This design comes from an exercise in tuning for small area and a short achievable clock period on the open sky130 flow, not from production work.
The RTL was checked by simulation tests, not by an equivalence proof against the original design.

==> 03-17: inputs <==
Design top_moduleAlu, start of the top module:
module top_moduleAlu #(parameter DATA_WIDTH = 32)(
	input clk_top,
	input [2:0] opcode_top,
	input [31:0] portA_top,
	input [31:0] portB_top,
	output reg [63:0] out_top,
	output [32:0] result_sum_top,
	output [32:0] result_res_top,
	output [63:0] result_pro_top,
	output [31:0] result_and_top,
	output [31:0] result_or_top,
	output [31:0] result_nand_top,
	output [31:0] result_nor_top,
	output [31:0] result_xor_top,
	output carry_flag_sum_top,
	output zero_flag_sum_top,
	output zero_flag_res_top,
	output zero_flag_pro_top,
	output zero_flag_and_top,
	output zero_flag_or_top,
	output zero_flag_nand_top,
	output zero_flag_nor_top,
	output zero_flag_xor_top,
	output reg carry_flag_top,
	output reg zero_flag_top
);
Settings: LEC_CHECK=0, ABC_AREA=1, CAP_MARGIN=20, CORE_MARGIN=2, CORE_UTILIZATION=40, CTS_BUF_LIST=sky130_fd_sc_hd__clkbuf_8, SLEW_MARGIN=20, SYNTH_HIERARCHICAL=1, SYNTH_MINIMUM_KEEP_SIZE=0; clock period 20.0 ns.
standard.sh (not shown) runs the stock make flow with config.mk's settings and CLKGATE_MAP_FILE= SYNTH_SCRIPT=/design/flow/synth_recipe.tcl, a recipe that flattens the netlist after the stock synthesis.
==> flow/flow/run.sh <==
#!/bin/bash
# Standard ORFS layout with two changes: the ports are buffered with buf_1 (instead of
# the default clkdlybuf4s50_1), and timing repair aims for 5.4 ns of setup slack.
set -euo pipefail
bash standard.sh "BUFFER_PORTS_ARGS=-buffer_cell sky130_fd_sc_hd__buf_1" "SETUP_SLACK_MARGIN=5.4" finish > make_finish.log 2>&1
==> inputs of 06-12, as changes to 03-17 <==
==> flow/flow/run.sh (replaced) <==
#!/bin/bash
# Standard ORFS layout; the only change is the cell used to buffer the ports
# (buf_1 instead of the default choice, clkdlybuf4s50_1).
set -euo pipefail
bash standard.sh "BUFFER_PORTS_ARGS=-buffer_cell sky130_fd_sc_hd__buf_1" finish > make_finish.log 2>&1
--- a/flow/config.mk
+++ b/flow/config.mk
@@ -12,2 +12,3 @@
 export CTS_BUF_LIST = sky130_fd_sc_hd__clkbuf_8
+export SETUP_SLACK_MARGIN = 4.5
 export SLEW_MARGIN = 20
==> inputs of 07-26, as changes to 03-17 <==
==> flow/flow/run.sh (replaced) <==
#!/bin/bash
# Standard ORFS layout; the only change is the cell used to buffer the ports
# (buf_1 instead of the default choice, clkdlybuf4s50_1).
set -euo pipefail
bash standard.sh "BUFFER_PORTS_ARGS=-buffer_cell sky130_fd_sc_hd__buf_1" finish > make_finish.log 2>&1
--- a/flow/config.mk
+++ b/flow/config.mk
@@ -11,3 +11,4 @@
 export CORE_UTILIZATION = 40
-export CTS_BUF_LIST = sky130_fd_sc_hd__clkbuf_8
+export PLACE_DENSITY = 0.75
+export SETUP_SLACK_MARGIN = 5
 export SLEW_MARGIN = 20
==> inputs of 08-01, as changes to 03-17 <==
==> flow/flow/run.sh (replaced) <==
#!/bin/bash
# Standard ORFS layout with two changes: the ports are buffered with buf_1 (instead of
# the default clkdlybuf4s50_1), and timing repair aims for 6 ns of setup slack.
set -euo pipefail
bash standard.sh "BUFFER_PORTS_ARGS=-buffer_cell sky130_fd_sc_hd__buf_1" "SETUP_SLACK_MARGIN=6" finish > make_finish.log 2>&1
==> impl_metrics.env <==
export IMPL_multi_input_area_share_pct=80.31
export IMPL_slew_headroom_pct=20.61
export IMPL_use_met2_pct=54.22
export IMPL_dp_cells=4383
export IMPL_grt_pass1_vias=26969
export IMPL_fillers=6887
export IMPL_grt_use_met3_pct=10.31
export IMPL_outcome="complete, no violations"
export IMPL_wl_met3_mm=14.02
export IMPL_place_area_mm2=0.02999
export IMPL_grt_max_degree=50
export IMPL_final_area_mm2=0.03025
export IMPL_preCtsSetupSlack_ps=4588
The numbers above come from 06-12.

==> impl_metrics.env <==
export IMPL_multi_input_area_share_pct=78.31
export IMPL_use_met2_pct=54.05
export IMPL_grt_use_met3_pct=9.939
export IMPL_final_area_mm2=0.03134
export IMPL_grt_pass1_vias=27048
export IMPL_fillers=6775
export IMPL_grt_max_degree=50
export IMPL_outcome="complete, no violations"
export IMPL_preCtsSetupSlack_ps=4588
export IMPL_place_area_mm2=0.02999
export IMPL_wl_met3_mm=14.80
export IMPL_grt_met1_usage_pct=43.67
export IMPL_dp_cells=4383
export IMPL_routed_top_layer="met5"
The numbers above come from 03-17.

==> impl_metrics.env <==
export IMPL_post_cts_resize_count=28
export IMPL_cts_root_buffer="clkbuf_16"
export IMPL_place_area_mm2=0.02997
export IMPL_final_area_mm2=0.03088
export IMPL_wl_met3_mm=19.27
export IMPL_grt_use_met3_pct=13.69
export IMPL_multi_input_area_share_pct=79.28
export IMPL_fillers=6682
export IMPL_slew_headroom_pct=18.61
export IMPL_grt_pass1_vias=27946
export IMPL_outcome="complete, no violations"
export IMPL_preCtsSetupSlack_ps=4056
export IMPL_use_met2_pct=51.81
export IMPL_finalSetupTns_ps=0
The numbers above come from 07-26.

==> impl_metrics.env <==
export IMPL_final_area_mm2=0.03403
export IMPL_preCtsSetupSlack_ps=4588
export IMPL_dp_cells=4383
export IMPL_synth_async_reset_ratio_pct=0
export IMPL_outcome="complete, no violations"
export IMPL_slew_headroom_pct=26.83
export IMPL_top_usage_layer="met2"
export IMPL_wl_met3_mm=17.53
export IMPL_grt_use_met3_pct=14.33
export IMPL_grt_pass1_vias=28337
export IMPL_largest_reg_flops=64
export IMPL_grt_max_degree=50
export IMPL_die_area_mm2=0.07143
The numbers above come from 08-01.

-- re-timing with driven ports --
In the flow no input, the clock included, has a driving cell. The finished layouts below were timed again as built, in two steps. Step 1: set_driving_cell puts a clkbuf_16 on clk_top and a buf_2 on each other input, an assumption about the parent block. Step 2, shift: input delay + t, output delay - t, t = (earliest + latest rising clock arrival at the registers) / 2. This alone moves slack from input paths to output paths. a / b / c = ideal ports / drivers / drivers and shift; a / b = the first two.
| run | shift t [ns] | setup WS [ns] | slew at the worst register clock pin (ns) |
|---|---|---|---|
| 03-17 | 0.498 | 5.583 / 5.555 / 5.555 | 0.11 / 0.11 |
| 06-12 | 0.522 | 4.817 / 4.786 / 4.786 | 0.11 / 0.11 |
| 07-26 | 0.442 | 5.165 / 5.139 / 5.139 | 0.07 / 0.07 |
| 08-01 | 0.505 | 5.650 / 5.625 / 5.625 | 0.11 / 0.11 |
After both steps setup and hold are still met in every run listed. The setup slack of 06-12, which loses most, moves by -0.031 ns with the drivers and by -0.031 ns with both steps.
